What follows belongs to an exercise in optimizing a design on an open flow for small area, a short achievable clock period and few clock cycles; a production flow would make more cautious choices. At most, simulation tests tie the RTL to the original design; equivalence was not proved. The RTL of runs 2 to 8 was laid out without a check of its function. No run shown here takes its clock network from TritonCTS; it comes from the design's own scripts or RTL. The clock port is modelled as an ideal driver, which makes a skipped or thinned clock tree look cheaper than it is; a real chip needs a root buffer or a tree. Power is estimated from default activity; no workload was simulated.

[config.mk]
export PLATFORM = sky130hd
export DESIGN_NAME = conversion
export DESIGN_NICKNAME = conversion
export VERILOG_FILES = /design/flow/design.v
export SDC_FILE = /design/flow/constraint.sdc
export NUM_CORES = 4
export LEC_CHECK = 0
export CAP_MARGIN = 20
export CORE_MARGIN = 2
export CORE_UTILIZATION = 40
export SETUP_SLACK_MARGIN = 2.85
export SLEW_MARGIN = 20
[constraint.sdc]
create_clock -name core_clock -period 4.5 [get_ports {clk}]
set_input_delay 0.9000 -clock core_clock [delete_from_list [all_inputs] [get_ports {clk}]]
set_output_delay 0.9000 -clock core_clock [all_outputs]
set_load 0.01 [all_outputs]
[design.v]
`timescale 1ns / 1ps
module conversion(
	ready,postfix,
	clk,reset,load,infix
);
input clk, reset, load;
input [7:0] infix;
output ready;
output [7:0] postfix;
localparam QN = 29;           
reg       c_dig, c_opn, c_cls, c_hi, c_pa;
reg [3:0] nib;
wire [3:0] in_n = infix[3:0];
wire       ld   = load & ~reset;
always @(posedge clk) begin
	c_dig <= ld &  infix[4];
	c_opn <= ld & ~infix[4] & ~in_n[2] & ~in_n[1] & ~in_n[0];           
	c_cls <= ld & ~infix[4] & ~in_n[2] & ~in_n[1] &  in_n[0];           
	c_hi  <= ld & ~infix[4] &  in_n[1] & ~(in_n[0] ^ in_n[2]);          
	c_pa  <= ld & ~infix[4] & ~(in_n[2] & in_n[1]) & in_n[0];           
	nib   <= in_n;
end
wire iv   = c_dig | c_opn | c_hi | c_pa;
wire c_lo = c_pa & ~c_cls;
reg        lv, lo, hv, ho;
reg [3:0]  hl, hh;            
reg        p;                 
reg [6:0]  so;                
reg        snd, rdy, hd;
reg [3:0]  h;
reg [3:0]  q [1:QN+1];
wire [3:0] hi_n = {1'b1, ho, 1'b1, ho};
wire [3:0] lo_n = {1'b1, lo, ~lo, 1'b1};
wire       n1   = c_dig | (hv & (c_hi | c_pa)) | (lv & c_pa);    
wire       n2   = c_pa & hv & lv;                                
wire [3:0] wd0  = c_dig ? nib : (hv ? hi_n : lo_n);
wire [3:0] wd1  = lo_n;
wire [3:0] curv = {lv, lo, hv, ho};
wire [3:0] bus_e = c_opn ? curv : (p ? wd1 : wd0);
wire [3:0] bus_o = c_opn ? curv : (p ? wd0 : wd1);
wire [3:0] top = ({4{so[1]}} & q[29]) | ({4{so[2]}} & q[28]) |
                 ({4{so[3]}} & q[27]) | ({4{so[4]}} & q[26]) |
                 ({4{so[5]}} & q[25]) | ({4{so[6]}} & q[24]);
reg [15:0] dh;                
integer k;
always @(*)
	for (k = 0; k < 16; k = k + 1) dh[k] = hl[k % 4] & hh[k / 4];
wire [7:0] ds = {1'b0, so};
wire       h0   = hl[0] & hh[0];
wire       more = ~h0;                      
wire       done = snd & ~more & ~hv & ~lv;
wire       inc  = n2 | (n1 & p);
always @(posedge clk)
	if (reset | done) begin
		hl <= 4'b0001;
		hh <= 4'b0001;
		p  <= 1'b0;
	end
	else if (snd) begin
		if (more) begin
			p <= ~p;
			if (!p) begin                    
				hl <= {hl[0], hl[3:1]};
				if (hl[0]) hh <= {hh[0], hh[3:1]};
			end
		end
	end
	else begin
		p <= p ^ (n1 & ~n2);
		if (inc) begin                       
			hl <= {hl[2:0], hl[3]};
			if (hl[3]) hh <= {hh[2:0], hh[3]};
		end
	end
always @(*) q[QN+1] = bus_o;
genvar i;
generate for (i = 1; i <= QN; i = i + 1) begin : g_q
	wire we;
	if (i % 2 == 0)
		assign we = (~p & dh[i/2]) | (p & dh[i/2-1]) |
		            ((QN - i < 8) ? (c_opn & ds[(QN - i) % 8]) : 1'b0);
	else
		assign we = dh[i/2] |
		            ((QN - i < 8) ? (c_opn & ds[(QN - i) % 8]) : 1'b0);
	always @(posedge clk)
		if (snd)      q[i] <= q[i+1];
		else if (we)  q[i] <= (i % 2 == 0) ? bus_e : bus_o;
end endgenerate
always @(posedge clk) begin
	if (reset) begin
		so  <= 7'd1;
		lv  <= 1'b0;
		hv  <= 1'b0;
		snd <= 1'b0;
		rdy <= 1'b0;
	end
	else if (snd) begin
		if (more) begin
			h  <= q[1];
			hd <= ~(q[1][3] & (q[1][2] | q[1][1]));
		end
		else if (hv) begin
			h  <= hi_n;
			hd <= 1'b0;
			hv <= 1'b0;
		end
		else if (lv) begin
			h  <= lo_n;
			hd <= 1'b0;
			lv <= 1'b0;
		end
		else begin
			snd <= 1'b0;
			rdy <= 1'b0;
		end
	end
	else begin
		if (h0 && !p) begin            
			h  <= bus_e;
			hd <= c_dig;
		end
		if (c_opn) begin
			so <= {so[5:0], 1'b0};
			lv <= 1'b0;
			hv <= 1'b0;
		end
		else if (c_cls) begin
			so <= {1'b0, so[6:1]};
			{lv, lo, hv, ho} <= top;
		end
		else if (c_hi) begin
			hv <= 1'b1;
			ho <= nib[2];
		end
		else if (c_lo) begin
			lv <= 1'b1;
			lo <= nib[2];
			hv <= 1'b0;
		end
		if (iv && !load) begin
			snd <= 1'b1;
			rdy <= 1'b1;
		end
	end
end
assign ready   = rdy;
assign postfix = {3'b001, hd, h};
endmodule
[flow/run.sh]
#!/bin/bash
# Standard ORFS flow, except that the clock tree is built by flow/cts.tcl.
set -euo pipefail
# port buffers: plain buf_2 instead of the delay cell buffer_ports picks
export BUFFER_PORTS_ARGS="-buffer_cell sky130_fd_sc_hd__buf_2"
R=orfs/results/$FLOW_PLATFORM/conversion/base
bash standard.sh place > flow_place.log 2>&1
RES=$R SETUP_MARGIN=2.85 NROOT=4 NLEAF=2 ROOTBUF=sky130_fd_sc_hd__buf_16 LEAFBUF=sky130_fd_sc_hd__buf_16 \
	openroad -exit -no_init -threads $NUM_CORES flow/cts.tcl > flow_cts.log 2>&1
bash standard.sh finish > flow_finish.log 2>&1
[flow/cts.tcl]
# Clock tree step in place of ORFS's TritonCTS: a shallow balanced tree built
# by tree.tcl (NROOT buffers on the clock port, NLEAF leaf buffers under
# each), then the same timing repair and legalisation as ORFS's cts step.
set R $::env(RES)
set margin $::env(SETUP_MARGIN)
read_liberty $::env(FLOW_HOME)/platforms/sky130hd/lib/sky130_fd_sc_hd__tt_025C_1v80.lib
read_db $R/3_place.odb
read_sdc $R/3_place.sdc
source $::env(FLOW_HOME)/platforms/sky130hd/setRC.tcl
set_dont_use [get_lib_cells {sky130_fd_sc_hd__probe_p_8 sky130_fd_sc_hd__probec_p_8 sky130_fd_sc_hd__lpflow_*}]
source [file join [file dirname [info script]] tree.tcl]
build_tree $::env(NROOT) $::env(NLEAF) $::env(ROOTBUF) $::env(LEAFBUF)
detailed_placement
estimate_parasitics -placement
set_propagated_clock [all_clocks]
report_clock_latency
repair_timing -setup_margin $margin -verbose
detailed_placement
check_placement -verbose
estimate_parasitics -placement
report_clock_latency
report_worst_slack -max
report_worst_slack -min
write_db $R/4_1_cts.odb
write_sdc -no_timestamp $R/4_cts.sdc
[flow/tree.tcl]
# One- or two-level clock tree, built by hand: the clock port drives NROOT
# buffers; each drives NLEAF leaf buffers (or, with NLEAF 0, the flip-flops
# directly). Flip-flops are split into equal groups by recursive bisection
# of their locations, alternating x and y, so the leaves see equal loads.
proc bisect { items k axis } {
  if {$k <= 1} { return [list $items] }
  set items [lsort -integer -index $axis $items]
  set n [llength $items]
  set k1 [expr {$k / 2}]
  set n1 [expr {($n * $k1 + $k / 2) / $k}]
  set other [expr {$axis == 1 ? 2 : 1}]
  return [concat [bisect [lrange $items 0 [expr {$n1 - 1}]] $k1 $other] \
                 [bisect [lrange $items $n1 end] [expr {$k - $k1}] $other]]
}

proc centre { items } {
  set sx 0; set sy 0
  foreach s $items { incr sx [lindex $s 1]; incr sy [lindex $s 2] }
  set n [llength $items]
  return [list [expr {$sx / $n}] [expr {$sy / $n}]]
}

proc add_buf { name master innet xy } {
  set block [ord::get_db_block]
  set inst [odb::dbInst_create $block $master $name]
  set net [odb::dbNet_create $block "${name}_net"]
  $net setSigType CLOCK
  [$inst findITerm A] connect $innet
  [$inst findITerm X] connect $net
  $inst setLocation [expr {[lindex $xy 0] - [$master getWidth] / 2}] \
                    [expr {[lindex $xy 1] - [$master getHeight] / 2}]
  $inst setPlacementStatus PLACED
  return $net
}

proc build_tree { nroot nleaf root_master leaf_master } {
  set block [ord::get_db_block]
  set db [ord::get_db]
  set rm [$db findMaster $root_master]
  set lm [$db findMaster $leaf_master]
  set clk [$block findNet clk]
  set sinks {}
  foreach it [$clk getITerms] {
    set box [[$it getInst] getBBox]
    lappend sinks [list $it [expr {([$box xMin] + [$box xMax]) / 2}] [expr {([$box yMin] + [$box yMax]) / 2}]]
  }
  set roots [bisect $sinks $nroot 1]
  set r 0
  foreach rg $roots {
    set rnet [add_buf "clkroot_$r" $rm $clk [centre $rg]]
    if {$nleaf == 0} {
      foreach s $rg { set it [lindex $s 0]; $it disconnect; $it connect $rnet }
      puts "root $r: [llength $rg] sinks"
    } else {
      set l 0
      foreach lg [bisect $rg $nleaf 2] {
        set lnet [add_buf "clkleaf_${r}_$l" $lm $rnet [centre $lg]]
        foreach s $lg { set it [lindex $s 0]; $it disconnect; $it connect $lnet }
        puts "leaf $r $l: [llength $lg] sinks"
        incr l
      }
    }
    incr r
  }
}
[standard.sh]
#!/bin/bash
# synth_recipe.tcl (not shown) runs the flow's synth.tcl, then flattens the netlist and writes it again
# the make line also repeats each setting of config.mk as NAME=value (left out here)
make -C /OpenROAD-flow-scripts/flow DESIGN_CONFIG=/design/flow/config.mk WORK_HOME=/design/flow/orfs CLKGATE_MAP_FILE= SYNTH_SCRIPT=/design/flow/synth_recipe.tcl "${@:-finish}"
==> results_dict.tcl, run 1 <==
set metrics [dict create \
    fin_util_pct 47.4 \
    drt_first_pass_iters 5 \
    start_util_pct 41.0 \
    final_hold_viol_count 0 \
    clkSlewWorstSetupHoldPaths_ns 0.08 \
    grt_setup_unrepaired "yes" \
    postSynth.asyncResetShare_pct 0 \
    antenna_found_initial 0 \
    ys_seq_elements 152 \
    netlist_instances 593 \
    synth_flop_cell "edfxtp_1" \
    crit_type "reg2reg" \
    critPathCaptureType "flip-flop" \
    relSlewSlack_pct 66.0 \
    n_fill_cell 1522 \
    dieWidth_um 134 \
    start_kind "flip-flop" \
    p_per_area_mw_per_mm2 376 \
    synth_area_leader_cell "edfxtp_1" \
    top_layer "met4" \
    ys_types 57 \
    synth_edf_count 123 \
    num-nets-final 616 \
    vias_per_cell 5.82 \
    routed-wl-met3_um 862 \
    fin_tns_setup_ns 0 \
    drv_cap 0 \
    wl_met1_um 7210 \
    ys_seq_area_share_pct 62.8 \
    grt_remaining_overflow 0 \
    place_ws_ns 1.93 \
    num_vias 4792 \
    num_antenna_cells 0 \
    hpwlAfterDp_um 9430 \
    fmax_mhz 602 \
    stdcell_count 823 \
    rows 47 \
    wl_met2_um 8120 \
    grt_max_degree 54 \
    crit_arrival_ns 1.78 \
    yosysWarnings 2 \
    areaGrowthSynthToFinish_pct 15.7 \
    placed_area_mm2 0.00696 \
    period_share_pct 36.9 \
    fp.dieH_um 134 \
    gr-usage-all-layers_pct 18.5 \
    dieArea_mm2 0.0181 \
    setup_viol 0 \
    min_path_type "reg2reg" \
    post-route-drc-count 0 \
    synth.top_cell.area_share_pct 54.3 \
    slew_violations 0 \
    fin_crit_ns 1.66 \
    ir_worst_vdd_uv 272 \
    power_mw 2.95 \
    io_buffers 13 \
    ant_nets 0 \
    grt_pass1_vias 4749 \
    skew_ns 0.0115 \
    clk-insertion-delay-late_ns 0.24 \
    place_congestion 0.823 \
    dr.first_iter.drc_count 363 \
    outcome "no timing/DRC/antenna violations" \
    worstPathRequired_ns 4.62 \
    avgSynthCellArea_um2 11.5 \
    wirelength_um 16700 \
    whs_ns 0.469 \
    netlist_area_mm2 0.00680 \
    synth.area.top_cells "edfxtp_1, dfxtp_1, a21o_1, nand2_1, a21oi_1" \
    fp.coreArea_mm2 0.0166 \
    p_leak_nw 3.00 \
    fin_area_mm2 0.00787 \
    crit_fanout 6 \
    placed_cells 775 \
    pin_count 20 \
    fin_ws_ns 2.84 \
    routedWlPerCell_um 20.3 \
    drive_above_1_share_pct 18.9 \
    grt_pass1_wl_um 26300 \
    tightest_slew_ns 0.507 \
]
worst paths after layout:
check        slack, ns  startpoint  endpoint  depth (start not counted)
max               2.84       c_dig     hh[0]                          5
min               0.47       so[0]     so[0]                          2
max reg2reg       2.84       c_dig     hh[0]                          5
min reg2reg       0.47       so[0]     so[0]                          2
where the power goes:
part	switching (mW)	leakage, nW	internal (mW)
Clock	0.445	0.152	0.593
Sequential	0.0276	1.35	1.59
Combinational	0.175	1.50	0.119
Total	0.647	3.00	2.31
layout make-up:
| cell class | instances | area [um2] | share of cell area, % |
|---|---|---|---|
| inverter | 21 | 87.6 | 1.11 |
| buffer | 12 | 330 | 4.20 |
| timing repair buffer | 51 | 512 | 6.51 |
| multi-input combinational | 367 | 2360 | 30.0 |
| tap | 220 | 275 | 3.50 |
| sequential | 152 | 4310 | 54.7 |
synth_stat cells, types with 2 or more instances:
master / number
a221oi_1: 2
a22oi_1: 4
xnor2_1: 2
o41ai_1: 2
edfxtp_1: 123
nand2b_1: 4
o221a_2: 2
and3_1: 5
nor4_1: 2
nand3b_1: 3
nor3b_1: 2
buf_2: 9
nand2_1: 119
a21oi_1: 24
nor2_1: 21
buf_4: 8
nor3_1: 6
and2_1: 3
a221o_1: 5
buf_1: 9
inv_2: 2
o211ai_1: 2
mux2i_1: 9
buf_6: 2
a32oi_1: 2
and3b_1: 2
inv_1: 19
nand4_1: 2
a41oi_1: 2
dfxtp_1: 29
a21o_1: 75
nor2b_1: 7
o21ai_0: 15
a222oi_1: 4
a211oi_1: 7
a31oi_1: 2
mux2_2: 5
a2bb2oi_1: 3
conb_1: 2
clkbuf_1: 27
nand3_1: 4
sequential cells by signal (all words and copies together) (netlist names), 4 cells and up:
| register | count |
|---|---|
| h | 4 |
| q | 116 |
| hh | 4 |
| hl | 4 |
| nib | 4 |
| so | 7 |
critical path, cell delays in order (launching register included):
cell and delay (ns):
dfxtp_4 0.38, buf_6 0.12, nor3_4 0.04, or4_4 0.58, a22o_4 0.30, mux2i_1 0.12
placed cells by master (no fill, tap or decap), types with 3 or more instances in the layout:
master     netlist  final
dfxtp_2          0      7
buf_6            2      5
buf_2            9     12
a221o_1          5      5
a21o_1          75     75
nand2b_1         4      4
conb_1           2      3
clkbuf_16        0      4
nor2_1          21     18
mux2_2           5      4
buf_16           0     13
nor3_1           6      4
buf_4            8     25
dfxtp_4          0      6
a21oi_4          1      3
nand2_1        119    117
a21oi_1         24     21
nand3_1          4      4
edfxtp_1       123    123
a22oi_1          4      4
nand3b_1         3      3
a211oi_1         7      5
nor2b_1          7      6
dfxtp_1         29     16
a222oi_1         4      4
inv_1           19     18
and3_1           5      5
buf_12           0      4
o21ai_0         15     13
mux2i_1          9      8
per-layer routing:
layer,global-route usage [%],up-vias
met5,0,-
met3,1.17,43
met2,31.3,193
met1,25.9,2396
li1,-,2160
met4,5.15,0
cell families (layout without fill, tap and decap cells):
| kind of cell | Yosys count | count (layout) | synth area share (%) |
|---|---|---|---|
| xor+xnor | 2 | 2 | 0.258 |
| simple gates | 184 | 185 | 12.0 |
| compound gates | 163 | 163 | 17.7 |
| mux | 14 | 14 | 2.15 |
| other cells | 2 | 3 | 0.110 |
| buf+inv | 76 | 84 | 5.02 |
| flops | 152 | 152 | 62.8 |
Testbench counts, summed over its fixed seeds: cycles 5,210.
==> run 2, diff against run 1 <==
--- a/design.v
+++ b/design.v
@@ -9,5 +9,5 @@
 output [7:0] postfix;
 localparam QN = 29;           
-reg       c_dig, c_opn, c_cls, c_hi, c_pa;
+reg       c_dig, c_opn, c_cls, c_hi, c_pa, c_hp;
 reg [3:0] nib;
 wire [3:0] in_n = infix[3:0];
@@ -19,4 +19,5 @@
 	c_hi  <= ld & ~infix[4] &  in_n[1] & ~(in_n[0] ^ in_n[2]);          
 	c_pa  <= ld & ~infix[4] & ~(in_n[2] & in_n[1]) & in_n[0];           
+	c_hp  <= ld & ~infix[4] & (in_n[1] | in_n[0]);                      
 	nib   <= in_n;
 end
@@ -32,5 +33,5 @@
 wire [3:0] hi_n = {1'b1, ho, 1'b1, ho};
 wire [3:0] lo_n = {1'b1, lo, ~lo, 1'b1};
-wire       n1   = c_dig | (hv & (c_hi | c_pa)) | (lv & c_pa);    
+wire       n1   = c_dig | (hv & c_hp) | (lv & c_pa);             
 wire       n2   = c_pa & hv & lv;                                
 wire [3:0] wd0  = c_dig ? nib : (hv ? hi_n : lo_n);
@@ -52,5 +53,5 @@
 wire       inc  = n2 | (n1 & p);
 always @(posedge clk)
-	if (reset | done) begin
+	if (reset) begin
 		hl <= 4'b0001;
 		hh <= 4'b0001;
@@ -58,10 +59,9 @@
 	end
 	else if (snd) begin
-		if (more) begin
+		if (more | done)
 			p <= ~p;
-			if (!p) begin                    
-				hl <= {hl[0], hl[3:1]};
-				if (hl[0]) hh <= {hh[0], hh[3:1]};
-			end
+		if (more & ~p) begin                 
+			hl <= {hl[0], hl[3:1]};
+			if (hl[0]) hh <= {hh[0], hh[3:1]};
 		end
 	end
--- a/flow/run.sh
+++ b/flow/run.sh
@@ -6,5 +6,5 @@
 R=orfs/results/$FLOW_PLATFORM/conversion/base
 bash standard.sh place > flow_place.log 2>&1
-RES=$R SETUP_MARGIN=2.85 NROOT=4 NLEAF=2 ROOTBUF=sky130_fd_sc_hd__buf_16 LEAFBUF=sky130_fd_sc_hd__buf_16 \
+RES=$R SETUP_MARGIN=2.85 NROOT=4 NLEAF=3 ROOTBUF=sky130_fd_sc_hd__buf_12 LEAFBUF=sky130_fd_sc_hd__buf_6 \
 	openroad -exit -no_init -threads $NUM_CORES flow/cts.tcl > flow_cts.log 2>&1
 bash standard.sh finish > flow_finish.log 2>&1
==> run 2 against run 1 <==
Compared with the run above: critical endpoint is now postfix[4]; die area grew 0.78%; still clean; sequential power hardly changed; largest cell class unchanged; critical path type is now reg2out; combinational power up 23%.
==> results_dict.tcl, run 2 <==
set metrics [dict create \
    cpMaxStageDelayCell "edfxtp_1" \
    critPathCaptureType "primary output" \
    dieWidth_um 135 \
    start_util_pct 41.2 \
    min_path_cells 2 \
    fp.coreArea_mm2 0.0166 \
    drv_cap 0 \
    post-route-drc-count 0 \
    fin_ws_ns 2.85 \
    fin_tns_setup_ns 0 \
    largest_reg_flops 116 \
    crit_family "flip-flops" \
    p_per_area_mw_per_mm2 352 \
    ys_types 61 \
    start_kind "flip-flop" \
    n_fill_cell 1480 \
    synth_most_common_cell "edfxtp_1" \
    min_to "rdy" \
    r2r_end "q[13][2]" \
    postSynth.asyncResetShare_pct 0 \
    tightest_slew_ns 0.611 \
    top_register "q" \
    yosysWarnings 2 \
    crit_fanout 1 \
    clk-insertion-delay-late_ns 0.23 \
    ant_nets 0 \
    crit_type "reg2out" \
    synth_flop_cell "edfxtp_1" \
    outcome "no timing/DRC/antenna violations" \
    ir_worst_vdd_uv 180 \
    relSlewSlack_pct 58.7 \
    pin_count 20 \
    min_path_type "reg2reg" \
    grt_pass1_wl_um 26900 \
    period_share_pct 36.6 \
    num_vias 4889 \
    worstPathRequired_ns 3.60 \
    synth_commonest_cells "edfxtp_1, nand2_1, a21o_1, dfxtp_1" \
    dr.first_iter.drc_count 491 \
    setup_viol 0 \
    largestRegisters "q: 116 flops, so: 7 flops" \
    synth_edf_count 123 \
    fmax_mhz 607 \
    dieArea_mm2 0.0182 \
    p_leak_nw 2.86 \
    antenna_found_initial 0 \
    num_antenna_cells 0 \
    multi_input_comb_area_mm2 0.00237 \
    synth_area_leader_cell "edfxtp_1" \
    routedWlPerCell_um 20.2 \
    vias_per_cell 5.82 \
    fin_crit_ns 1.65 \
    grt_pass1_vias 4957 \
    gr-usage-all-layers_pct 18.5 \
    netlist_instances 599 \
    rows 47 \
    avgSynthCellArea_um2 11.4 \
    final_hold_viol_count 0 \
    wirelength_um 17000 \
    clkSlewWorstSetupHoldPaths_ns 0.09 \
    areaGrowthSynthToFinish_pct 14.9 \
    skew_ns 0.0157 \
    ys_seq_area_share_pct 62.6 \
    grt_max_degree 45 \
    r2r-start "ho" \
    grt_remaining_overflow 0 \
    place_congestion 0.787 \
    drive_above_1_share_pct 20.0 \
    max_stage_delay_ns 0.38 \
    ys_seq_elements 153 \
    final_common_cell "edfxtp_1" \
    power_mw 2.77 \
    hpwlAfterDp_um 9350 \
    r2r_slack_ns 2.85 \
    place_ws_ns 1.48 \
    fp.dieH_um 135 \
    num-nets-final 633 \
    final_cell_mix "edfxtp_1, nand2_1, a21o_1, buf_4, inv_1" \
    synth.top_cell.area_share_pct 53.9 \
    slew_violations 0 \
    crit_arrival_ns 0.75 \
    ff2ff_path_depth 4 \
    crit_buf_inv 1 \
    min-delay-start "rdy" \
    grt_setup_unrepaired "yes" \
    path_cells "buf_2" \
    area.sequential_mm2 0.00432 \
    netlist_area_mm2 0.00686 \
    io_buffers 13 \
    drt_first_pass_iters 5 \
    synth.area.top_cells "edfxtp_1, dfxtp_1, a21o_1, nand2_1, a21oi_1" \
]
-- run 2: power by group --
group	internal (mW)	switching [mW]	total (mW)
Combinational	0.149	0.212	0.361
Sequential	1.61	0.0395	1.65
Clock	0.348	0.410	0.758
-- run 2: worst max-delay path by stage --
| stage | start | endpoint | slack [ns] | cells after the start |
|---|---|---|---|---|
| 2_1_floorplan | reset | h[0] | 2.84 | 3 |
| 3_3_place_gp | snd | hh[1] | 1.58 | 5 |
| 3_5_place_dp | snd | hh[1] | 1.48 | 5 |
| 5_1_grt | snd | hh[0] | 2.78 | 6 |
| 6_report | hd | postfix[4] | 2.85 | 1 |
-- run 2: per-stage QoR --
stage / hold WS (ns) / instance area [um2] / util [%] / std cells
6_report: 0.471 / 7880 / 47.3 / 840
2_1_floorplan: 0.431 / 6910 / - / 600
3_3_place_gp: 0.446 / 6970 / 41.9 / 780
3_5_place_dp: 0.458 / 6970 / 41.9 / 780
5_1_grt: 0.498 / 7880 / 47.3 / 840
-- run 2: logic make-up after synthesis --
| family | synth area share, % |
|---|---|
| AOI/OAI and AO/OA | 19.2 |
| and+or+nand+nor | 11.2 |
| DFF | 62.6 |
| buffers and inverters | 5.35 |
| muxes | 1.33 |
| other | 0.110 |
| xor gates and xnor gates | 0.128 |
-- run 2: final cells by class --
| cell class | instances | share of cell area (%) |
|---|---|---|
| buffer | 16 | 2.73 |
| multi-input combinational | 367 | 30.1 |
| sequential | 153 | 54.8 |
| inverter | 25 | 1.24 |
| tap | 220 | 3.49 |
| timing repair inverter | 1 | 0.0953 |
| timing repair buffer | 58 | 7.53 |
-- run 2: routing by layer --
layer / global-route usage [%] / up-vias / part of all wire [%]
li1: - / 2215 / -
met1: 24.7 / 2448 / 42
met2: 30.7 / 188 / 48
met3: 3.57 / 38 / 7.2
met4: 5.15 / 0 / 2.5
met5: 0 / - / 0
==> run 3, diff against run 2 <==
--- a/config.mk
+++ b/config.mk
@@ -8,5 +8,5 @@
 export CAP_MARGIN = 20
 export CORE_MARGIN = 2
-export CORE_UTILIZATION = 40
+export CORE_UTILIZATION = 55
 export SETUP_SLACK_MARGIN = 2.85
 export SLEW_MARGIN = 20
==> run 3 against run 2 <==
Compared with the run above: still clean; global-route usage up 7.2 points; first-iteration DRC count shrank 15%; cell count down 6.7%; wire length rose by 2.5%; power rose by 0.62%; register-to-register slack got worse by 0.06 ns; core utilization is 17 points higher; combinational power up 4%.
==> results_dict.tcl, run 3 <==
set metrics [dict create \
    dieWidth_um 116 \
    synth.top_cell.area_share_pct 53.9 \
    crit_arrival_ns 1.69 \
    num_antenna_cells 0 \
    grt_pass1_vias 4594 \
    min-delay-start "rdy" \
    top_register "q" \
    skew_ns 0.0227 \
    start_kind "flip-flop" \
    r2r-start "p" \
    clkSlewWorstSetupHoldPaths_ns 0.10 \
    yosysWarnings 2 \
    drive_above_1_share_pct 19.2 \
    synth_edf_count 123 \
    synth_flop_cell "edfxtp_1" \
    min_path_cells 2 \
    netlist_area_mm2 0.00686 \
    worstPathRequired_ns 4.48 \
    dr.first_iter.drc_count 416 \
    clk-insertion-delay-late_ns 0.23 \
    synth.area.top_cells "edfxtp_1, dfxtp_1, a21o_1, nand2_1, a21oi_1" \
    synth_area_leader_cell "edfxtp_1" \
    period_share_pct 38.0 \
    n_fill_cell 993 \
    areaGrowthSynthToFinish_pct 13.7 \
    cp-endpoint "q[20][1]" \
    hpwlAfterDp_um 9240 \
    ff2ff_path_depth 6 \
    grt_remaining_overflow 0 \
    ir_worst_vdd_uv 251 \
    fin_tns_setup_ns 0 \
    outcome "no timing/DRC/antenna violations" \
    num_vias 4831 \
    fin_crit_ns 1.71 \
    min_path_type "reg2reg" \
    synth_most_common_cell "edfxtp_1" \
    routedWlPerCell_um 22.2 \
    grt_max_degree 75 \
    netlist_instances 599 \
    io_buffers 13 \
    fp.coreArea_mm2 0.0121 \
    slew_violations 0 \
    drt_first_pass_iters 5 \
    final_common_cell "edfxtp_1" \
    rows 40 \
    fp.dieH_um 116 \
    critPathCaptureType "flip-flop" \
    post-route-drc-count 0 \
    final_cell_mix "edfxtp_1, nand2_1, a21o_1" \
    gr-usage-all-layers_pct 25.7 \
    ys_seq_area_share_pct 62.6 \
    fmax_mhz 585 \
    place_congestion 0.787 \
    pin_count 20 \
    relSlewSlack_pct 56.7 \
    drv_cap 0 \
    ant_nets 0 \
    synth_commonest_cells "edfxtp_1, nand2_1, a21o_1, dfxtp_1" \
    r2r_end "q[20][1]" \
    largest_reg_flops 116 \
    num-nets-final 629 \
    largestRegisters "q: 116 flops, so: 7 flops" \
    wirelength_um 17400 \
    r2r_slack_ns 2.79 \
    dieArea_mm2 0.0134 \
    ys_types 61 \
    tightest_slew_ns 0.643 \
    power_mw 2.79 \
    critPathLaunch "p" \
    start_util_pct 56.6 \
    postSynth.asyncResetShare_pct 0 \
    crit_fanout 7 \
    vias_per_cell 6.16 \
    p_per_area_mw_per_mm2 358 \
    crit_type "reg2reg" \
    final_hold_viol_count 0 \
    grt_pass1_wl_um 26200 \
    avgSynthCellArea_um2 11.4 \
    grt_setup_unrepaired "yes" \
    antenna_found_initial 0 \
    setup_viol 0 \
    p_leak_nw 2.84 \
    ys_seq_elements 153 \
]
[run 3: logic make-up after synthesis]
logic type / after synthesis / share of synthesized area, %
AOI/OAI and AO/OA: 182 / 19.2
xor gates and xnor gates: 1 / 0.128
buffers and inverters: 81 / 5.35
DFF: 153 / 62.6
muxes: 9 / 1.33
other: 2 / 0.110
and+or+nand+nor: 171 / 11.2
[run 3: worst min path at each step]
stage                  to  slack (ns)
finish                rdy        0.47
floorplan           so[0]        0.43
detailed placement    rdy        0.45
global placement      rdy        0.45
global route        so[0]        0.52
[run 3: metal layers]
| metal | vias up | routed length, um | track usage [%] | part of all wire, % |
|---|---|---|---|---|
| met2 | 202 | 8400 | 42.2 | 48 |
| li1 | 2220 | - | - | - |
| met1 | 2368 | 7380 | 36.8 | 42 |
| met5 | - | 0 | 0 | 0 |
| met3 | 41 | 1120 | 2.30 | 6.4 |
| met4 | 0 | 536 | 7.62 | 3.1 |
[run 3: metrics by stage]
stage               setup WS (ns)  std cells  hold WS [ns]  area [um2]  util [%]
floorplan                    2.84        600         0.431        6910         -
global placement             1.80        729         0.446        6910      57.0
detailed placement           1.77        729         0.454        6910      57.0
global route                 2.79        784         0.519        7790      64.3
finish                       2.79        784         0.467        7790      64.3
[run 3: cell type report]
type                            instances  area, um2  share of cell area [%]
Sequential cell                       153       4320                    55.4
Multi-Input combinational cell        368       2420                    31.1
Timing Repair Buffer                   53        522                    6.69
Buffer                                 16        215                    2.76
Tap cell                              168        210                    2.70
Inverter                               25        100                    1.28
Timing Repair inverter                  1       7.51                  0.0963
[run 3: power by group]
group	switching (mW)	internal, mW	total [mW]
clock	0.413	0.348	0.761
combinational	0.223	0.152	0.375
sequential	0.0389	1.61	1.65
[run 3: worst max-delay path, stage by stage, from the launching register on]
cell,delay (ns)
dfxtp_4,0.40
or3b_4,0.40
a21oi_4,0.16
nor3_4,0.07
buf_12,0.14
buf_12,0.13
a21o_1,0.15
==> run 4, diff against run 3 <==
--- a/config.mk
+++ b/config.mk
@@ -8,5 +8,5 @@
 export CAP_MARGIN = 20
 export CORE_MARGIN = 2
-export CORE_UTILIZATION = 55
+export CORE_UTILIZATION = 65
 export SETUP_SLACK_MARGIN = 2.85
 export SLEW_MARGIN = 20
==> run 4 against run 3 <==
Compared with the run above: synthesized area unchanged; highest routed layer unchanged; power fell by 1.3%; final area shrank 1.2%; sequential power hardly changed; maximum frequency down 0.12%; still clean.
==> results_dict.tcl, run 4 <==
set metrics [dict create \
    outcome "no timing/DRC/antenna violations" \
    postSynth.asyncResetShare_pct 0 \
    top_register "q" \
    dieWidth_um 107 \
    grt_setup_unrepaired "yes" \
    ff2ff_path_depth 5 \
    relSlewSlack_pct 57.5 \
    gr-usage-all-layers_pct 27.3 \
    p_int_mw 2.10 \
    p_leak_nw 2.83 \
    num_antenna_cells 0 \
    fin_area_mm2 0.00770 \
    fin_crit_ns 1.71 \
    critPathCaptureType "flip-flop" \
    min_path_cells 2 \
    wirelength_um 16100 \
    clkSlewWorstSetupHoldPaths_ns 0.10 \
    routedWlPerCell_um 21.4 \
    pwr-share-comb_pct 12.8 \
    ir_worst_vdd_uv 265 \
    hpwlAfterDp_um 8970 \
    fp.coreArea_mm2 0.0103 \
    areaGrowthSynthToFinish_pct 12.3 \
    pin_count 20 \
    synth_area_leader_cell "edfxtp_1" \
    place_congestion 0.882 \
    num_vias 4822 \
    antenna_found_initial 0 \
    final_common_cell "edfxtp_1" \
    drv_cap 0 \
    switchingPower_mw 0.649 \
    ant_nets 0 \
    num-nets-final 630 \
    worstPathRequired_ns 4.59 \
    synth.top_cell.area_share_pct 53.9 \
    rows 37 \
    clk-insertion-delay-late_ns 0.23 \
    post-route-drc-count 0 \
    seqPwrFrac_pct 60.0 \
    crit_type "reg2reg" \
    ys_seq_elements 153 \
    final_cell_mix "edfxtp_1, nand2_1, a21o_1, buf_4, inv_1" \
    path_cells "mux2i_4, a2111o_1, a21oi_4, buf_12, a21o_1" \
    netlist_area_mm2 0.00686 \
    cpMaxStageDelayCell "edfxtp_1" \
    grt_pass1_vias 4511 \
    placed_area_mm2 0.00687 \
    tightest_slew_ns 0.630 \
    drt_first_pass_iters 8 \
    netlist_instances 599 \
    vias_per_cell 6.40 \
    io_buffers 13 \
    whs_ns 0.458 \
    grt_max_degree 77 \
    synth_edf_count 123 \
    ys_types 61 \
    final_hold_viol_count 0 \
    largest_reg_flops 116 \
    synth_most_common_cell "edfxtp_1" \
    setup_viol 0 \
    crit_arrival_ns 1.80 \
    ys_seq_area_share_pct 62.6 \
    start_kind "flip-flop" \
    grt_pass1_wl_um 24300 \
    dr.first_iter.drc_count 520 \
    crit_fanout 9 \
    period_share_pct 38.1 \
    grt_remaining_overflow 0 \
    min_path_type "reg2reg" \
    switching_share_pct 23.6 \
    avgSynthCellArea_um2 11.4 \
    skew_ns 0.0228 \
    slew_violations 0 \
    largestRegisters "q: 116 flops, so: 7 flops" \
    start_util_pct 66.7 \
    fin_util_pct 74.9 \
    n_fill_cell 714 \
    synth_commonest_cells "edfxtp_1, nand2_1, a21o_1, dfxtp_1" \
    fmax_mhz 584 \
    p_per_area_mw_per_mm2 357 \
    synth.area.top_cells "edfxtp_1, dfxtp_1, a21o_1, nand2_1, a21oi_1" \
    dieArea_mm2 0.0114 \
    drive_above_1_share_pct 18.6 \
    power.clock.fraction_pct 27.2 \
    fp.dieH_um 107 \
    yosysWarnings 2 \
    synth_flop_cell "edfxtp_1" \
    fin_tns_setup_ns 0 \
    max_stage_delay_ns 0.51 \
]
run 4: cell count changes in the layout (fill, tap and decap cells not counted), moves of 2 or more:
cell      change
a221oi_1      -2
a221oi_2      +2
buf_12        -4
buf_4         +6
buf_6         -4
clkbuf_8      +2
mux2i_2       -2
o21ai_0       +3
o21ai_1       -3
run 4: worst max-delay path: cells and delay by family, from the launching register on:
kind                   cells  cell delay (ns)
DFF                        1             0.51
AOI/OAI and AO/OA          3             0.75
buffers and inverters      1             0.17
muxes                      1             0.13
run 4: worst paths after layout:
| kind | slack [ns] | startpoint | end |
|---|---|---|---|
| worst max-delay path | 2.79 | ho | q[18][2] |
| worst min-delay path | 0.46 | rdy | rdy |
| worst max register to register | 2.79 | ho | q[18][2] |
| worst min register to register | 0.46 | rdy | rdy |
run 4: layout make-up:
type                    instances  area, um2  share of cell area (%)
plain buffers                  16        215                    2.80
repair inverters                1       7.51                  0.0975
repair buffers                 54        507                    6.58
multi-input cells             368       2380                    31.0
flip-flops and latches        153       4320                    56.1
well taps                     136        170                    2.21
inverters                      25       97.6                    1.27
run 4: metrics by stage:
stage / setup WS (ns) / total power [mW] / cells
3_3_place_gp: 1.66 / 1.94 / 697
3_5_place_dp: 1.58 / 1.95 / 697
5_1_grt: 2.78 / 2.85 / 753
2_1_floorplan: 2.84 / 1.88 / 600
6_report: 2.79 / 2.75 / 753
run 4: kinds of logic after synthesis:
family,count (synthesis),share of synthesized area [%]
AND/OR/NAND/NOR,171,11.2
multiplexers,9,1.33
XOR/XNOR,1,0.128
other,2,0.110
AO/OA/AOI/OAI,182,19.2
flip-flops,153,62.6
buffers and inverters,81,5.35
run 4: power by group through the flow:
stage | combinational (mW) | sequential [mW] | clock (mW)
floorplan | 0.222 | 1.66 | 0
global placement | 0.254 | 1.69 | 0
detailed placement | 0.263 | 1.69 | 0
global route | 0.377 | 1.65 | 0.814
finish | 0.351 | 1.65 | 0.748
run 4: metal layers:
layer / wire, um / GRT usage (%)
met1: 6560 / 37.5
met2: 7910 / 46.3
met3: 1170 / 4.38
met4: 489 / 6.22
met5: 0 / 0
==> run 5, diff against run 4 <==
--- a/flow/run.sh
+++ b/flow/run.sh
@@ -6,5 +6,5 @@
 R=orfs/results/$FLOW_PLATFORM/conversion/base
 bash standard.sh place > flow_place.log 2>&1
-RES=$R SETUP_MARGIN=2.85 NROOT=4 NLEAF=3 ROOTBUF=sky130_fd_sc_hd__buf_12 LEAFBUF=sky130_fd_sc_hd__buf_6 \
+RES=$R SETUP_MARGIN=2.95 NROOT=4 NLEAF=3 ROOTBUF=sky130_fd_sc_hd__buf_12 LEAFBUF=sky130_fd_sc_hd__buf_6 \
 	openroad -exit -no_init -threads $NUM_CORES flow/cts.tcl > flow_cts.log 2>&1
 bash standard.sh finish > flow_finish.log 2>&1
--- a/config.mk
+++ b/config.mk
@@ -8,5 +8,5 @@
 export CAP_MARGIN = 20
 export CORE_MARGIN = 2
-export CORE_UTILIZATION = 65
-export SETUP_SLACK_MARGIN = 2.85
+export CORE_UTILIZATION = 40
+export SETUP_SLACK_MARGIN = 2.95
 export SLEW_MARGIN = 20
==> run 5 against run 4 <==
Compared with the run above: synthesized area is the same; highest routed layer unchanged; worst setup slack gained 0.036 ns; flip-flop and latch count is the same; still clean on timing, DRC and antenna; critical endpoint is now q[6][2]; maximum frequency grew 2.1%; sequential power is essentially flat; final area grew 7.5%; core utilization shrank 25 points; global-route usage shrank 9.4 points; critical path depth is the same; clock power grew 1%; wire length grew 9.4%; first-iteration DRC count grew 4.2%.
==> results_dict.tcl, run 5 <==
set metrics [dict create \
    max_stage_delay_ns 0.49 \
    post-route-drc-count 0 \
    hpwlAfterDp_um 9240 \
    drive_above_1_share_pct 27.0 \
    whs_ns 0.505 \
    synth_area_leader_cell "edfxtp_1" \
    num_antenna_cells 0 \
    num_vias 4967 \
    p_per_area_mw_per_mm2 340 \
    dieWidth_um 135 \
    fin_util_pct 49.7 \
    clk-insertion-delay-late_ns 0.23 \
    gr-usage-all-layers_pct 17.9 \
    fin_ws_ns 2.82 \
    largestRegisters "q: 116 flops, so: 7 flops" \
    synth_most_common_cell "edfxtp_1" \
    grt_setup_unrepaired "yes" \
    relSlewSlack_pct 63.0 \
    tightest_slew_ns 0.545 \
    fmax_mhz 596 \
    fp.coreArea_mm2 0.0166 \
    routedWlPerCell_um 20.7 \
    start_kind "flip-flop" \
    crit_family "flip-flops" \
    vias_per_cell 5.82 \
    multi_input_comb_area_mm2 0.00256 \
    crit_fanout 7 \
    final_hold_viol_count 0 \
    synth_edf_count 123 \
    grt_pass1_vias 4764 \
    ys_types 61 \
    ir_worst_vdd_uv 195 \
    place_ws_ns 1.56 \
    cpMaxStageDelayCell "edfxtp_1" \
    areaGrowthSynthToFinish_pct 20.7 \
    synth.area.top_cells "edfxtp_1, dfxtp_1, a21o_1, nand2_1, a21oi_1" \
    outcome "no timing/DRC/antenna violations" \
    wirelength_um 17600 \
    placed_area_mm2 0.00698 \
    grt_remaining_overflow 0 \
    stdcell_count 853 \
    fin_tns_setup_ns 0 \
    setup_viol 0 \
    netlist_area_mm2 0.00686 \
    grt_max_degree 66 \
    n_fill_cell 1451 \
    power_mw 2.81 \
    num-nets-final 646 \
    final_common_cell "edfxtp_1" \
    placed_cells 781 \
    postSynth.asyncResetShare_pct 0 \
    crit_arrival_ns 1.65 \
    synth_flop_cell "edfxtp_1" \
    min_path_type "reg2reg" \
    grt_pass1_wl_um 25900 \
    top_register "q" \
    yosysWarnings 2 \
    rows 47 \
    ys_seq_elements 153 \
    avgSynthCellArea_um2 11.4 \
    drt_first_pass_iters 5 \
    dieArea_mm2 0.0182 \
    fin_area_mm2 0.00828 \
    skew_ns 0.0183 \
    critPathCaptureType "flip-flop" \
    io_buffers 13 \
    synth.top_cell.area_share_pct 53.9 \
    period_share_pct 37.3 \
    netlist_instances 599 \
    crit_buf_inv 1 \
    dr.first_iter.drc_count 542 \
    pin_count 20 \
    ys_seq_area_share_pct 62.6 \
    final_cell_mix "edfxtp_1, nand2_1, a21o_1, buf_4" \
    clkSlewWorstSetupHoldPaths_ns 0.09 \
    ant_nets 0 \
    crit_type "reg2reg" \
    place_congestion 0.791 \
    slew_violations 0 \
    worstPathRequired_ns 4.47 \
    start_util_pct 41.2 \
    fp.dieH_um 135 \
    antenna_found_initial 0 \
    drv_cap 0 \
    fin_crit_ns 1.68 \
    area.sequential_mm2 0.00432 \
    synth_commonest_cells "edfxtp_1, nand2_1, a21o_1, dfxtp_1" \
    path_cells "mux2i_2, a2111o_1, a21oi_4, buf_12, a21o_1" \
    p_leak_nw 3.00 \
    largest_reg_flops 116 \
]
-- run 5: cell counts after synthesis --
Identical to the previous run, type by type.
-- run 5: tightest hold or removal path, delay by kind of cell (launching register included) --
| kind | cells | cell delay, ns |
|---|---|---|
| DFF | 1 | 0.36 |
| and+or+nand+nor | 2 | 0.12 |
-- run 5: final cells by class --
cell class                      count  area share, %
Sequential cell                   153           52.2
Inverter                           25           1.22
Timing Repair Buffer               70           9.46
Timing Repair inverter              2          0.181
Multi-Input combinational cell    367           31.0
Buffer                             16           2.60
Tap cell                          220           3.33
-- run 5: kinds of logic (layout without fill, tap and decap cells) --
group / count (synthesis) / after routing / synth area share [%]
AO/OA/AOI/OAI: 182 / 182 / 19.2
XOR/XNOR: 1 / 1 / 0.128
buffers and inverters: 81 / 113 / 5.35
flip-flops: 153 / 153 / 62.6
multiplexers: 9 / 9 / 1.33
other: 2 / 3 / 0.110
AND/OR/NAND/NOR: 171 / 172 / 11.2
-- run 5: report_power, final --
group / total (mW) / switching, mW / internal, mW / leakage, nW
Clock: 0.756 / 0.408 / 0.348 / 0.110
Combinational: 0.411 / 0.234 / 0.177 / 1.57
Sequential: 1.65 / 0.0359 / 1.61 / 1.32
Total: 2.81 / 0.678 / 2.14 / 3.00
-- run 5: per-layer routing --
layer  part of all wire (%)  up-vias  GRT usage, %  wire, um
met4                    3.6        0          5.44       636
met3                    6.2       54          2.36      1100
met2                     49      209          29.9      8610
li1                       -     2234             -         -
met1                     41     2470          24.4      7300
met5                      0        -             0         0
-- run 5: path summary, 6_finish.rpt --
| kind | startpoint | endpoint | slack, ns | cells after the start |
|---|---|---|---|---|
| worst max-delay path | ho | q[6][2] | 2.82 | 5 |
| worst min-delay path | so[0] | so[0] | 0.51 | 2 |
| worst max register to register | ho | q[6][2] | 2.82 | 5 |
| worst min register to register | so[0] | so[0] | 0.51 | 2 |
==> run 6, diff against run 5 <==
--- a/design.v
+++ b/design.v
@@ -23,4 +23,6 @@
 end
 wire iv   = c_dig | c_opn | c_hi | c_pa;
+reg  rst_r;
+always @(posedge clk) rst_r <= reset;
 wire c_lo = c_pa & ~c_cls;
 reg        lv, lo, hv, ho;
@@ -53,5 +55,5 @@
 wire       inc  = n2 | (n1 & p);
 always @(posedge clk)
-	if (reset) begin
+	if (rst_r) begin
 		hl <= 4'b0001;
 		hh <= 4'b0001;
@@ -88,10 +90,9 @@
 end endgenerate
 always @(posedge clk) begin
-	if (reset) begin
+	if (rst_r) begin
 		so  <= 7'd1;
 		lv  <= 1'b0;
 		hv  <= 1'b0;
 		snd <= 1'b0;
-		rdy <= 1'b0;
 	end
 	else if (snd) begin
@@ -110,8 +111,6 @@
 			lv <= 1'b0;
 		end
-		else begin
+		else
 			snd <= 1'b0;
-			rdy <= 1'b0;
-		end
 	end
 	else begin
@@ -138,10 +137,12 @@
 			hv <= 1'b0;
 		end
-		if (iv && !load) begin
+		if (iv && !load)
 			snd <= 1'b1;
-			rdy <= 1'b1;
-		end
 	end
 end
+always @(posedge clk)
+	if (reset | rst_r)     rdy <= 1'b0;
+	else if (snd)          rdy <= ~done;
+	else if (iv && !load)  rdy <= 1'b1;
 assign ready   = rdy;
 assign postfix = {3'b001, hd, h};
--- a/flow/run.sh
+++ b/flow/run.sh
@@ -6,5 +6,5 @@
 R=orfs/results/$FLOW_PLATFORM/conversion/base
 bash standard.sh place > flow_place.log 2>&1
-RES=$R SETUP_MARGIN=2.95 NROOT=4 NLEAF=3 ROOTBUF=sky130_fd_sc_hd__buf_12 LEAFBUF=sky130_fd_sc_hd__buf_6 \
+RES=$R SETUP_MARGIN=2.85 NROOT=4 NLEAF=3 ROOTBUF=sky130_fd_sc_hd__buf_12 LEAFBUF=sky130_fd_sc_hd__buf_6 \
 	openroad -exit -no_init -threads $NUM_CORES flow/cts.tcl > flow_cts.log 2>&1
 bash standard.sh finish > flow_finish.log 2>&1
--- a/config.mk
+++ b/config.mk
@@ -9,4 +9,4 @@
 export CORE_MARGIN = 2
 export CORE_UTILIZATION = 40
-export SETUP_SLACK_MARGIN = 2.95
+export SETUP_SLACK_MARGIN = 2.85
 export SLEW_MARGIN = 20
==> run 6 against run 5 <==
Compared with the run above: largest cell class unchanged; first-iteration DRC count down 18%; cell count decreased by 1.1%; wire length decreased by 2.6%.
==> results_dict.tcl, run 6 <==
set metrics [dict create \
    outcome "no timing/DRC/antenna violations" \
    grt_pass1_wl_um 25900 \
    path_cells "mux2i_2, a2111o_1, a21oi_4, clkbuf_16, a21o_1" \
    skew_ns 0.0275 \
    postSynth.asyncResetShare_pct 0 \
    p_leak_nw 2.87 \
    routed-wl-met3_um 1160 \
    netlist_instances 595 \
    grt_max_degree 43 \
    crit_type "reg2reg" \
    drv_cap 0 \
    rows 48 \
    final_common_cell "edfxtp_1" \
    ant_nets 0 \
    antenna_found_initial 0 \
    hpwlAfterDp_um 9600 \
    place_ws_ns 1.61 \
    fin_crit_ns 1.74 \
    period_share_pct 38.7 \
    fp.dieH_um 135 \
    whs_ns 0.506 \
    drive_above_1_share_pct 20.0 \
    min-delay-start "rdy" \
    p_per_area_mw_per_mm2 367 \
    relSlewSlack_pct 52.6 \
    tightest_slew_ns 0.703 \
    fin_area_mm2 0.00793 \
    final_cell_mix "edfxtp_1, nand2_1, a21o_1, buf_4, inv_1" \
    wl_met2_um 8450 \
    synth_flop_cell "edfxtp_1" \
    fin_tns_setup_ns 0 \
    wirelength_um 17200 \
    critPathCaptureType "flip-flop" \
    ys_types 63 \
    dieArea_mm2 0.0183 \
    ir_worst_vdd_uv 207 \
    io_buffers 13 \
    place_congestion 0.809 \
    gr-usage-all-layers_pct 17.9 \
    stdcell_count 844 \
    grt_pass1_vias 4632 \
    start_util_pct 40.4 \
    min_path_cells 2 \
    netlist_area_mm2 0.00691 \
    crit_fanout 7 \
    num_antenna_cells 0 \
    min_path_type "reg2reg" \
    wl_met1_um 7060 \
    final_hold_viol_count 0 \
    crit_arrival_ns 1.84 \
    synth_commonest_cells "edfxtp_1, nand2_1, a21o_1, dfxtp_1, buf_2" \
    worstPathRequired_ns 4.60 \
    drt_first_pass_iters 5 \
    num-nets-final 632 \
    r2r-start "ho" \
    top_layer "met4" \
    largest_reg_flops 116 \
    placed_area_mm2 0.00702 \
    min_to "rdy" \
    dieWidth_um 135 \
    synth_most_common_cell "edfxtp_1" \
    slew_violations 0 \
    num_vias 4873 \
    areaGrowthSynthToFinish_pct 14.7 \
    setup_viol 0 \
    routedWlPerCell_um 20.4 \
    r2r_slack_ns 2.76 \
    max_stage_delay_ns 0.48 \
    fp.coreArea_mm2 0.0171 \
    cpMaxStageDelayCell "edfxtp_1" \
    placed_cells 785 \
    pin_count 20 \
    ys_seq_area_share_pct 62.4 \
    post-route-drc-count 0 \
    start_kind "flip-flop" \
    dr.first_iter.drc_count 445 \
    avgSynthCellArea_um2 11.6 \
    vias_per_cell 5.77 \
    fmax_mhz 574 \
    grt_setup_unrepaired "yes" \
    synth_area_leader_cell "edfxtp_1" \
    synth.area.top_cells "edfxtp_1, dfxtp_1, a21o_1, nand2_1, buf_2" \
    ff2ff_path_depth 5 \
    grt_remaining_overflow 0 \
    clk-insertion-delay-late_ns 0.24 \
    clkSlewWorstSetupHoldPaths_ns 0.10 \
    ys_seq_elements 154 \
    critPathLaunch "ho" \
    largestRegisters "q: 116 flops, so: 7 flops" \
    synth.top_cell.area_share_pct 53.4 \
    synth_edf_count 123 \
    yosysWarnings 2 \
    fin_ws_ns 2.76 \
    r2r_end "q[6][2]" \
    top_register "q" \
]
==> run 6: changes by cell type after synthesis, moves of 3 or more <==
cell      before  now
a21oi_2        0   10
a211oi_1      15   12
clkbuf_1      19   16
a21oi_1       25   16
o21ai_0       19   22
nand2_1      108  105
nor3_1         1    4
==> run 6: per-layer routing <==
metal	up-vias	global-route usage (%)
li1	2225	-
met1	2408	24.2
met2	202	30.9
met3	38	2.10
met4	0	4.28
met5	-	0
==> run 6: how the worst max path moves through the flow <==
stage                     to  depth (start not counted)
finish               q[6][2]                          5
global route        q[18][1]                          6
detailed placement      h[0]                          4
global placement        h[0]                          4
floorplan            q[6][0]                          7
==> run 6: kinds of logic (layout without fill, tap and decap cells) <==
family	count (synthesis)	after routing	synth area share, %
flops	154	154	62.4
other cells	2	3	0.109
simple gates	167	167	11.0
compound gates	184	186	19.8
xor+xnor	1	1	0.127
buf+inv	79	100	5.43
mux	8	8	1.18
==> run 6: critical path: cells and delay by family, from the launching register on <==
family,cells,cell delay (ns)
buffers and inverters,1,0.23
DFF,1,0.48
muxes,1,0.13
AOI/OAI and AO/OA,3,0.77
==> run 6: layout make-up <==
cell class,instances,area (um2)
inverters,25,97.6
flip-flops and latches,154,4340
repair buffers,58,597
plain buffers,16,215
multi-input cells,365,2390
fillers,1537,9190
repair inverters,1,7.51
well taps,225,282
==> run 6: stage by stage <==
stage	total power, mW	util, %
2_1_floorplan	1.97	-
3_3_place_gp	2.06	41.0
3_5_place_dp	2.07	41.0
5_1_grt	3.03	46.3
6_report	2.91	46.3
==> run 6: report_power, final <==
| part | total (mW) | leakage [nW] | switching [mW] | internal (mW) |
|---|---|---|---|---|
| Sequential | 1.70 | 1.32 | 0.0493 | 1.65 |
| Clock | 0.761 | 0.110 | 0.413 | 0.348 |
| Combinational | 0.450 | 1.44 | 0.263 | 0.187 |
==> run 7, diff against run 6 <==
--- a/flow/run.sh
+++ b/flow/run.sh
@@ -6,5 +6,5 @@
 R=orfs/results/$FLOW_PLATFORM/conversion/base
 bash standard.sh place > flow_place.log 2>&1
-RES=$R SETUP_MARGIN=2.85 NROOT=4 NLEAF=3 ROOTBUF=sky130_fd_sc_hd__buf_12 LEAFBUF=sky130_fd_sc_hd__buf_6 \
+RES=$R SETUP_MARGIN=2.9 NROOT=4 NLEAF=3 ROOTBUF=sky130_fd_sc_hd__buf_12 LEAFBUF=sky130_fd_sc_hd__buf_6 \
 	openroad -exit -no_init -threads $NUM_CORES flow/cts.tcl > flow_cts.log 2>&1
 bash standard.sh finish > flow_finish.log 2>&1
--- a/config.mk
+++ b/config.mk
@@ -9,4 +9,4 @@
 export CORE_MARGIN = 2
 export CORE_UTILIZATION = 40
-export SETUP_SLACK_MARGIN = 2.85
+export SETUP_SLACK_MARGIN = 2.9
 export SLEW_MARGIN = 20
==> run 7 against run 6 <==
Compared with the run above: global-route usage down 0.17 points; sequential share of layout area decreased by 0.093 points; wire length decreased by 6.6%; worst setup slack improved by 0.067 ns; combinational power is 4% lower; die area did not move; synthesized area stayed put; final area is 0.14% higher; largest cell class unchanged; via count down 4.4%.
==> results_dict.tcl, run 7 <==
set metrics [dict create \
    largest_reg_flops 116 \
    crit_fanout 15 \
    yosys.area_share.simple_pct 11.0 \
    p_leak_nw 2.85 \
    final_cell_mix "edfxtp_1, nand2_1, a21o_1, inv_1, buf_6" \
    fin_area_mm2 0.00794 \
    power_mw 2.89 \
    grt_max_degree 62 \
    placed_cells 787 \
    ys_seq_elements 154 \
    dieWidth_um 135 \
    fp.dieH_um 135 \
    synth.area.top_cells "edfxtp_1, dfxtp_1, a21o_1, nand2_1, buf_2" \
    post-route-drc-count 0 \
    slew_violations 0 \
    grt_setup_unrepaired "yes" \
    num-nets-final 623 \
    place_congestion 0.816 \
    period_share_pct 37.2 \
    start_kind "flip-flop" \
    yosysWarnings 2 \
    drive_above_1_share_pct 20.5 \
    fin_tns_setup_ns 0 \
    skew_ns 0.0206 \
    drv_cap 0 \
    stdcell_count 835 \
    whs_ns 0.505 \
    clk-insertion-delay-late_ns 0.23 \
    synth_edf_count 123 \
    worstPathRequired_ns 4.59 \
    netlist_area_mm2 0.00691 \
    start_util_pct 40.4 \
    drt_first_pass_iters 5 \
    rows 48 \
    min_path_type "reg2reg" \
    tightest_slew_ns 0.598 \
    num_antenna_cells 0 \
    p_per_area_mw_per_mm2 364 \
    gr-usage-all-layers_pct 17.7 \
    final_hold_viol_count 0 \
    ys_seq_area_share_pct 62.4 \
    crit_arrival_ns 1.76 \
    top_register "q" \
    grt_pass1_wl_um 25800 \
    synth_xor_area_share_pct 0.127 \
    crit_type "reg2reg" \
    ant_nets 0 \
    synth_area_leader_cell "edfxtp_1" \
    outcome "no timing/DRC/antenna violations" \
    dr.first_iter.drc_count 517 \
    avgSynthCellArea_um2 11.6 \
    dieArea_mm2 0.0183 \
    vias_per_cell 5.58 \
    n_fill_cell 1560 \
    grt_remaining_overflow 0 \
    postSynth.asyncResetShare_pct 0 \
    netlist_instances 595 \
    fin_util_pct 46.4 \
    setup_viol 0 \
    fp.coreArea_mm2 0.0171 \
    synth_commonest_cells "edfxtp_1, nand2_1, a21o_1, dfxtp_1, buf_2" \
    pin_count 20 \
    min_path_cells 2 \
    io_buffers 13 \
    placed_area_mm2 0.00704 \
    fin_ws_ns 2.82 \
    fmax_mhz 597 \
    wirelength_um 16000 \
    grt_pass1_vias 4681 \
    ir_worst_vdd_uv 203 \
    synth.mux.area_fraction_pct 1.18 \
    place_ws_ns 1.89 \
    areaGrowthSynthToFinish_pct 14.9 \
    synth.top_cell.area_share_pct 53.4 \
    ys_types 63 \
    synthAdderAreaFrac_pct 0 \
    antenna_found_initial 0 \
    fin_crit_ns 1.68 \
    num_vias 4657 \
    final_common_cell "edfxtp_1" \
    area.sequential_mm2 0.00434 \
    relSlewSlack_pct 59.7 \
    multi_input_comb_area_mm2 0.00245 \
    synth_flop_cell "edfxtp_1" \
    synth_top_family_by_area "compound AO/OA/AOI/OAI gates" \
    synth_most_common_cell "edfxtp_1" \
    largestRegisters "q: 116 flops, so: 7 flops" \
    ff2ff_path_depth 5 \
    routedWlPerCell_um 19.2 \
    hpwlAfterDp_um 9710 \
    critPathCaptureType "flip-flop" \
    synth-compound-area-share_pct 19.8 \
    clkSlewWorstSetupHoldPaths_ns 0.09 \
]
[run 7: worst paths after layout]
path              from        to  slack (ns)
hold reg to reg    rdy       rdy        0.50
setup reg to reg    ho  q[12][2]        2.82
setup / recovery    ho  q[12][2]        2.82
hold / removal     rdy       rdy        0.50
[run 7: metal layers]
| layer | global-route usage (%) | wire [um] | up-vias |
|---|---|---|---|
| met3 | 1.65 | 872 | 32 |
| met5 | 0 | 0 | - |
| met4 | 3.82 | 421 | 0 |
| li1 | - | - | 2201 |
| met2 | 30.8 | 7930 | 158 |
| met1 | 24.3 | 6820 | 2266 |
[run 7: layout make-up]
cell class              instances  share of cell area, %
plain buffers                  16                   2.71
inverters                      25                   1.23
multi-input cells             363                   30.8
flip-flops and latches        154                   54.7
well taps                     225                   3.55
repair buffers                 52                   7.01
[run 7: report_power, final]
group / total [mW] / leakage, nW / internal, mW / switching (mW)
sequential: 1.70 / 1.32 / 1.65 / 0.0477
clock: 0.756 / 0.110 / 0.348 / 0.408
combinational: 0.432 / 1.41 / 0.179 / 0.254
[run 7: cells by family after synthesis]
family | Yosys count
other | 2
AOI/OAI and AO/OA | 184
and+or+nand+nor | 167
xor gates and xnor gates | 1
muxes | 8
DFF | 154
buffers and inverters | 79
[run 7: critical path: stages (launching register included)]
cell      delay, ns
edfxtp_1       0.48
mux2i_4        0.12
a2111o_1       0.46
a21oi_4        0.18
buf_12         0.18
a21o_1         0.10
==> run 8, diff against run 7 <==
--- a/design.v
+++ b/design.v
@@ -37,9 +37,15 @@
 wire       n1   = c_dig | (hv & c_hp) | (lv & c_pa);             
 wire       n2   = c_pa & hv & lv;                                
-wire [3:0] wd0  = c_dig ? nib : (hv ? hi_n : lo_n);
-wire [3:0] wd1  = lo_n;
 wire [3:0] curv = {lv, lo, hv, ho};
-wire [3:0] bus_e = c_opn ? curv : (p ? wd1 : wd0);
-wire [3:0] bus_o = c_opn ? curv : (p ? wd0 : wd1);
+wire       e_nib = ~c_opn & ~p & c_dig;
+wire       e_hi  = ~c_opn & ~p & ~c_dig & hv;
+wire       e_lo  = ~c_opn & (p | (~c_dig & ~hv));
+wire       o_nib = ~c_opn &  p & c_dig;
+wire       o_hi  = ~c_opn &  p & ~c_dig & hv;
+wire       o_lo  = ~c_opn & (~p | (~c_dig & ~hv));
+wire [3:0] bus_e = ({4{c_opn}} & curv) | ({4{e_nib}} & nib) |
+                   ({4{e_hi}} & hi_n) | ({4{e_lo}} & lo_n);
+wire [3:0] bus_o = ({4{c_opn}} & curv) | ({4{o_nib}} & nib) |
+                   ({4{o_hi}} & hi_n) | ({4{o_lo}} & lo_n);
 wire [3:0] top = ({4{so[1]}} & q[29]) | ({4{so[2]}} & q[28]) |
                  ({4{so[3]}} & q[27]) | ({4{so[4]}} & q[26]) |
@@ -92,52 +98,37 @@
 	if (rst_r) begin
 		so  <= 7'd1;
-		lv  <= 1'b0;
-		hv  <= 1'b0;
 		snd <= 1'b0;
 	end
 	else if (snd) begin
-		if (more) begin
-			h  <= q[1];
-			hd <= ~(q[1][3] & (q[1][2] | q[1][1]));
-		end
-		else if (hv) begin
-			h  <= hi_n;
-			hd <= 1'b0;
-			hv <= 1'b0;
-		end
-		else if (lv) begin
-			h  <= lo_n;
-			hd <= 1'b0;
-			lv <= 1'b0;
-		end
-		else
+		if (done)
 			snd <= 1'b0;
 	end
 	else begin
-		if (h0 && !p) begin            
-			h  <= bus_e;
-			hd <= c_dig;
-		end
-		if (c_opn) begin
+		if (c_opn)
 			so <= {so[5:0], 1'b0};
-			lv <= 1'b0;
-			hv <= 1'b0;
-		end
-		else if (c_cls) begin
+		else if (c_cls)
 			so <= {1'b0, so[6:1]};
-			{lv, lo, hv, ho} <= top;
-		end
-		else if (c_hi) begin
-			hv <= 1'b1;
-			ho <= nib[2];
-		end
-		else if (c_lo) begin
-			lv <= 1'b1;
-			lo <= nib[2];
-			hv <= 1'b0;
-		end
 		if (iv && !load)
 			snd <= 1'b1;
 	end
+end
+wire keep = ~c_opn & ~c_pa & ~c_hi;         
+always @(posedge clk) begin
+	lv <= ~rst_r & ((snd & lv & (more | hv)) |
+	                (~snd & ((c_cls & top[3]) | c_lo | (~c_opn & ~c_cls & lv))));
+	lo <= (snd & lo) | (~snd & ((c_cls & top[2]) | (c_lo & nib[2]) | (~c_pa & lo)));
+	hv <= ~rst_r & ((snd & hv & more) |
+	                (~snd & ((c_cls & top[1]) | c_hi | (keep & hv))));
+	ho <= (snd & ho) | (~snd & ((c_cls & top[0]) | (c_hi & nib[2]) | (~c_cls & ~c_hi & ho)));
+end
+wire t_q   = snd & more;
+wire t_hi  = snd & ~more & hv;
+wire t_lo  = snd & ~more & ~hv;
+wire t_nib = ~snd & h0 & ~p & c_dig;        
+wire t_h   = ~snd & ~(h0 & ~p & c_dig);
+always @(posedge clk) begin
+	h  <= ({4{t_q}} & q[1]) | ({4{t_hi}} & hi_n) | ({4{t_lo}} & lo_n) |
+	      ({4{t_nib}} & nib) | ({4{t_h}} & h);
+	hd <= (t_q & ~(q[1][3] & (q[1][2] | q[1][1]))) | t_nib | (t_h & hd);
 end
 always @(posedge clk)
==> run 8 against run 7 <==
Compared with the run above: hold slack lost 0.0054 ns; sequential power grew 4%; cell count grew 1.1%; largest cell class unchanged; power grew 9.7%; combinational power grew 46%; die area shrank 0.10%; clock power grew 2%; global-route usage grew 0.23 points; still clean on timing, DRC and antenna; final area grew 0.54%; maximum frequency shrank 2.3%.
==> results_dict.tcl, run 8 <==
set metrics [dict create \
    grt_max_degree 77 \
    rows 48 \
    yosysWarnings 2 \
    num_antenna_cells 0 \
    io_buffers 13 \
    crit_type "reg2reg" \
    cpMaxStageDelayCell "dfxtp_4" \
    start_kind "flip-flop" \
    synth_commonest_cells "edfxtp_1, nand2_1, a21o_1, dfxtp_1, a21oi_1" \
    fin_util_pct 46.8 \
    p_per_area_mw_per_mm2 397 \
    grt_pass1_wl_um 26000 \
    start_util_pct 40.5 \
    power.clock.fraction_pct 24.2 \
    ant_nets 0 \
    pwr-share-comb_pct 19.9 \
    fmax_mhz 583 \
    worstPathRequired_ns 4.47 \
    ys_seq_area_share_pct 61.8 \
    synth.top_cell.area_share_pct 51.3 \
    final_common_cell "edfxtp_1" \
    avgSynthCellArea_um2 11.5 \
    gr-usage-all-layers_pct 18.0 \
    synth_flop_cell "edfxtp_1" \
    hpwlAfterDp_um 9670 \
    clkSlewWorstSetupHoldPaths_ns 0.10 \
    place_congestion 0.844 \
    relSlewSlack_pct 63.5 \
    path_cells "buf_12, or2b_4, o22ai_4, a211o_4, nand2_2" \
    switching_share_pct 26.4 \
    slew_violations 0 \
    tightest_slew_ns 0.546 \
    stdcell_count 844 \
    largest_reg_flops 116 \
    grt_remaining_overflow 0 \
    dr.first_iter.drc_count 395 \
    postSynth.asyncResetShare_pct 0 \
    min_path_type "reg2reg" \
    final_hold_viol_count 0 \
    drv_cap 0 \
    antenna_found_initial 0 \
    dieWidth_um 135 \
    synth_area_leader_cell "edfxtp_1" \
    placed_cells 791 \
    seqPwrFrac_pct 55.8 \
    max_stage_delay_ns 0.36 \
    post-route-drc-count 0 \
    ys_types 61 \
    setup_viol 0 \
    critPathCaptureType "flip-flop" \
    netlist_area_mm2 0.00690 \
    period_share_pct 38.1 \
    synth_edf_count 118 \
    areaGrowthSynthToFinish_pct 15.6 \
    grt_setup_unrepaired "yes" \
    final_cell_mix "edfxtp_1, nand2_1, a21o_1, a21oi_1, buf_4" \
    vias_per_cell 5.76 \
    netlist_instances 600 \
    skew_ns 0.0211 \
    top_register "q" \
    p_int_mw 2.33 \
    r2r_slack_ns 2.79 \
    fin_tns_setup_ns 0 \
    whs_ns 0.499 \
    pin_count 20 \
    drt_first_pass_iters 5 \
    ys_seq_elements 154 \
    routedWlPerCell_um 20.8 \
    switchingPower_mw 0.836 \
    wirelength_um 17500 \
    dieArea_mm2 0.0183 \
    drive_above_1_share_pct 22.9 \
    largestRegisters "q: 116 flops, so: 7 flops" \
    num_vias 4860 \
    synth.area.top_cells "edfxtp_1, dfxtp_1, a21o_1, nand2_1, a21oi_1" \
    synth_most_common_cell "edfxtp_1" \
    crit_arrival_ns 1.69 \
    fp.dieH_um 135 \
    fin_crit_ns 1.71 \
    ir_worst_vdd_uv 228 \
    outcome "no timing/DRC/antenna violations" \
    num-nets-final 632 \
    crit_fanout 7 \
    clk-insertion-delay-late_ns 0.24 \
    power_mw 3.17 \
    grt_pass1_vias 4644 \
    p_leak_nw 3.06 \
    fp.coreArea_mm2 0.0171 \
]
run 8: per-stage QoR:
step | worst slack (ns) | instance area, um2
after floorplan | 2.97 | 6910
after global placement | 2.26 | 7030
after detailed placement | 2.11 | 7030
after global routing | 2.75 | 7980
final | 2.79 | 7980
run 8: final timing paths:
kind / from / to / cells after the start
max: c_opn / q[6][0] / 5
max reg2reg: c_opn / q[6][0] / 5
min: hd / hd / 2
min reg2reg: hd / hd / 2
run 8: logic make-up (layout without fill, tap and decap cells):
kind of cell,count (synthesis),after routing,synth area share [%]
DFF,154,154,61.8
AOI/OAI and AO/OA,179,181,18.9
buffers and inverters,78,94,5.35
and+or+nand+nor,169,169,11.2
muxes,16,16,2.39
other,2,3,0.109
xor gates and xnor gates,2,2,0.254
run 8: critical path: cells and delay by family, from the launching register on:
family	cells	cell delay, ns
AOI/OAI and AO/OA	2	0.62
DFF	1	0.36
and+or+nand+nor	2	0.34
buffers and inverters	1	0.13
run 8: power groups by stage:
| stage | sequential [mW] | clock, mW | combinational [mW] |
|---|---|---|---|
| floorplan | 1.77 | 0 | 0.361 |
| global placement | 1.79 | 0 | 0.467 |
| detailed placement | 1.79 | 0 | 0.485 |
| global route | 1.78 | 0.829 | 0.678 |
| finish | 1.77 | 0.768 | 0.631 |
run 8: routing by layer:
layer	vias up	part of all wire, %	GRT usage (%)
met3	32	6.1	1.35
met1	2449	43	25.1
met2	160	48	30.3
met4	0	2.6	5.09
li1	2219	-	-
met5	-	0	0
run 8: final cells by class:
class,instances,area (um2)
buffer,16,215
fill,1600,9070
inverter,22,90.1
multi-input combinational,371,2480
sequential,154,4300
tap,225,282
timing repair buffer,56,622

==> port drivers added, routing unchanged <==
The results above use ideal ports. As a check the final layouts listed here were re-extracted and re-timed, cells and wires unchanged. Step 1 assumes that a clkbuf_16 drives the clock port and a buf_2 every other input. Step 2, shift: input delay + t, output delay - t, t = (earliest + latest rising clock arrival at the registers) / 2. This alone moves slack from input paths to output paths. a / b / c = ideal ports / drivers / drivers and shift; a / b = the first two.
run	shift t [ns]	setup slack, ns
run 1	0.348	2.839 / 2.740 / 2.617
run 2	0.316	2.853 / 2.757 / 2.620
run 3	0.314	2.789 / 2.782 / 2.703
run 4	0.316	2.787 / 2.746 / 2.648
run 5	0.314	2.823 / 2.758 / 2.727
run 6	0.325	2.758 / 2.742 / 2.741
run 7	0.318	2.825 / 2.758 / 2.825
run 8	0.326	2.786 / 2.786 / 2.786
After both steps every run listed still meets setup and hold.
